What follows belongs to an exercise in optimizing a design on an open flow for small area; a production flow would make more cautious choices.
RTL that was checked went through simulation tests only; none was proved equivalent to the original.
Power is estimated from default activity; no workload was simulated.

## video_uut
module video_uut (
    input  wire         clk_i           , 
    input  wire         cen_i           , 
    input  wire         rst_i           , 
    input  wire         vid_sel_i       , 
    input  wire [23:0]  vid_rgb_i       , 
    input  wire [1:0]   vh_blank_i      , 
    input  wire [2:0]   dvh_sync_i      , 
    output wire [2:0]   dvh_sync_o      , 
    output wire [23:0]  vid_rgb_o         
);
Settings: LEC_CHECK=0, CAP_MARGIN=20, CORE_MARGIN=2, CORE_UTILIZATION=40, SLEW_MARGIN=20; clock period 13.0 ns.
standard.sh (not shown) runs the stock make flow with config.mk's settings and CLKGATE_MAP_FILE= SYNTH_SCRIPT=/design/flow/synth_recipe.tcl, a recipe that flattens the netlist after the stock synthesis.
==> flow/flow/run.sh <==
#!/bin/bash
# The standard layout (standard.sh) with a different clock tree (clkbuf_8 only,
# clusters of up to 20 sinks within 60 um, no dummy loads) and a different
# combinational mapping in
# synthesis:
#  - adders are left to ABC as plain logic (no full/half-adder cell
#    extraction, no Kogge-Stone carry network);
#  - ABC runs flow/deep.abc (deepsyn restructuring, then area-recovering
#    mapping) instead of ORFS's abc script.
# flow/synth.tcl is synth_recipe.tcl with an abc wrapper that swaps the script;
# registers, their names and cell types are those of the standard synthesis.
set -euo pipefail
export MY_ABC_SCRIPT="$PWD/flow/deep.abc"
bash standard.sh SYNTH_SCRIPT="$PWD/flow/synth.tcl" ADDER_MAP_FILE= SYNTH_OPERATIONS_ARGS=-nofsm BUFFER_PORTS_ARGS="-buffer_cell sky130_fd_sc_hd__buf_1" CTS_ARGS="-sink_clustering_enable -repair_clock_nets -dont_use_dummy_load -sink_clustering_size 20 -sink_clustering_max_diameter 60 -buf_list {sky130_fd_sc_hd__clkbuf_8}" finish > make_finish.log 2>&1
==> flow/flow/deep.abc <==
strash
&get -n
&fraig -x
&deepsyn -T 100
&deepsyn -T 100
&put
strash
&get -n
&dch -f
&nf -R 1000
&put
==> flow/flow/synth.tcl <==
# synth_recipe.tcl with an abc wrapper: the ABC script is replaced by $MY_ABC_SCRIPT
proc synth {args} { yosys synth -nofsm -noshare {*}$args }
proc abc {args} {
  set out {}
  set skip 0
  foreach a $args {
    if {$skip} { set skip 0; continue }
    if {$a eq "-script"} { set skip 1; continue }
    lappend out $a
  }
  if {[info exists ::env(MY_ABC_SCRIPT)] && $::env(MY_ABC_SCRIPT) ne ""} {
    set out [linsert $out 0 -script $::env(MY_ABC_SCRIPT)]
  }
  yosys abc {*}$out
}
source $::env(SCRIPTS_DIR)/synth.tcl
# left out here: clear keep_hierarchy, flatten, clean up, hide names made inside functions, write 1_2_yosys.v
Next try:
--- a/flow/design.v
+++ b/flow/design.v
@@ -74,29 +74,41 @@
             assign sf_ux[gi] = 12'd0;
             assign sf_uy[gi] = 12'd0;
             assign sf_xv[gi] = 11'd0;
             assign sf_yv[gi] = 11'd0;
             assign sf_yg[gi] = 11'd0;
         end else if (gi == 1 || gi == 3 || gi == 5 || gi == 7) begin : g_double
             localparam integer B  = (gi - 1) / 2;
             localparam [11:0]  K  = (gi == 1 || gi == 5) ? 12'd90 : 12'd88;
             localparam [10:0]  PH = (gi == 3) ? 11'd2 : (gi == 7) ? 11'd6 : 11'd0;
             localparam [10:0]  WR = (gi == 3) ? 11'd1076 : 11'd1072;
             wire [10:0] xb = sf_xv[B];
             wire [10:0] yb = sf_yg[B];
-            wire [11:0] ys = {yb, 1'b0} + K;
-            wire [1:0]  e  = (ys >= 12'd2160) ? 2'd2 : (ys >= 12'd1080) ? 2'd1 : 2'd0;
-            wire [10:0] yg = (e == 2'd2) ? ys - 12'd2160 : (e == 2'd1) ? ys - 12'd1080 : ys;
-            wire [12:0] xs = {1'b0, xb, 1'b0} + 13'd160 + ((e == 2'd2) ? 13'd274 : (e == 2'd1) ? 13'd137 : 13'd0);
-            wire [10:0] xd = (xs >= 13'd3840) ? xs - 13'd3840 : (xs >= 13'd1920) ? xs - 13'd1920 : xs;
+            localparam integer KI = (gi == 1 || gi == 5) ? 90 : 88;
+            localparam [10:0] TY1 = (1080 - KI + 1) / 2;      
+            localparam [10:0] TY2 = (2160 - KI + 1) / 2;      
+            wire [1:0]  e  = (yb >= TY2) ? 2'd2 : (yb >= TY1) ? 2'd1 : 2'd0;
+            wire [11:0] yk = (e == 2'd2) ? K - 12'd2160 : (e == 2'd1) ? K - 12'd1080 : K;
+            wire [11:0] ys = {yb, 1'b0} + yk;
+            wire [10:0] yg = ys[10:0];
+            localparam [10:0] TX10 = (1760 + 1) / 2,        TX20 = (3680 + 1) / 2;
+            localparam [10:0] TX11 = (1760 - 137 + 1) / 2,  TX21 = (3680 - 137 + 1) / 2;
+            localparam [10:0] TX12 = (1760 - 274 + 1) / 2,  TX22 = (3680 - 274 + 1) / 2;
+            wire [10:0] tx1 = (e == 2'd2) ? TX12 : (e == 2'd1) ? TX11 : TX10;
+            wire [10:0] tx2 = (e == 2'd2) ? TX22 : (e == 2'd1) ? TX21 : TX20;
+            wire [1:0]  m  = (xb >= tx2) ? 2'd2 : (xb >= tx1) ? 2'd1 : 2'd0;
+            wire [12:0] xk = 13'd160 + ((e == 2'd2) ? 13'd274 : (e == 2'd1) ? 13'd137 : 13'd0)
+                                     - ((m == 2'd2) ? 13'd3840 : (m == 2'd1) ? 13'd1920 : 13'd0);
+            wire [12:0] xs = {1'b0, xb, 1'b0} + xk;
+            wire [10:0] xd = xs[10:0];
             wire [10:0] yd;
             if (PH != 0) begin : g_phase
                 reg p;
                 always @(posedge clk_i) begin
                     if (rst_i)
                         p <= 1'b1;
                     else if (cen_i && VF && yd >= WR)
                         p <= 1'b0;
                 end
                 assign yd = p ? yg + PH : yg;
             end else begin : g_nophase
                 assign yd = yg;
The new run completed with no timing, DRC or antenna violations.
Power came out higher by 7.1%.
Die area came out higher by 0.90%.
Routed wire length came out higher by 3.0%.
Synthesized area came out higher by 0.92%.
Register-to-register slack gains 60 ps.
Cell count came out higher by 2.3%.
Count of clock-buffer cells in the layout does not change.
Sequential power came out lower by about 0.8%.
Setup slack gains 55 ps.
Non-clock buffer count came out higher by 7.
Final area came out higher by 0.56%.
Flip-flop and latch count stays the same.
Maximum frequency came out higher by 0.47%.
No functional check of the RTL was part of the second run of this note.

## separate check: timing with driven ports
How much do the figures lean on ideal ports? The routed layouts below were timed once more, with nothing changed but the port constraints.
Step 1 sets driving cells, clkbuf_16 on the clock port and buf_2 on the other inputs (assumed; they add their load-dependent delay and slew).
Step 2 also shifts input and output timing later by t, the mid clock arrival at the registers, as if the neighbouring blocks saw the same clock.
a / b / c = ideal ports / drivers / drivers and shift; a / b = the first two.
run	t, ns	setup WS [ns]	worst hold slack (ns)	latest minus earliest clock arrival (ns)	slew at the worst register clock pin (ns)
the first run	0.588	1.094 / 1.094 / 1.094	0.474 / 0.474 / 0.474	0.065 / 0.066	0.11 / 0.11
the second run	0.607	1.149 / 1.149 / 1.149	0.485 / 0.485 / 0.485	0.046 / 0.046	0.11 / 0.11
After both steps setup and hold are still met in every run listed.
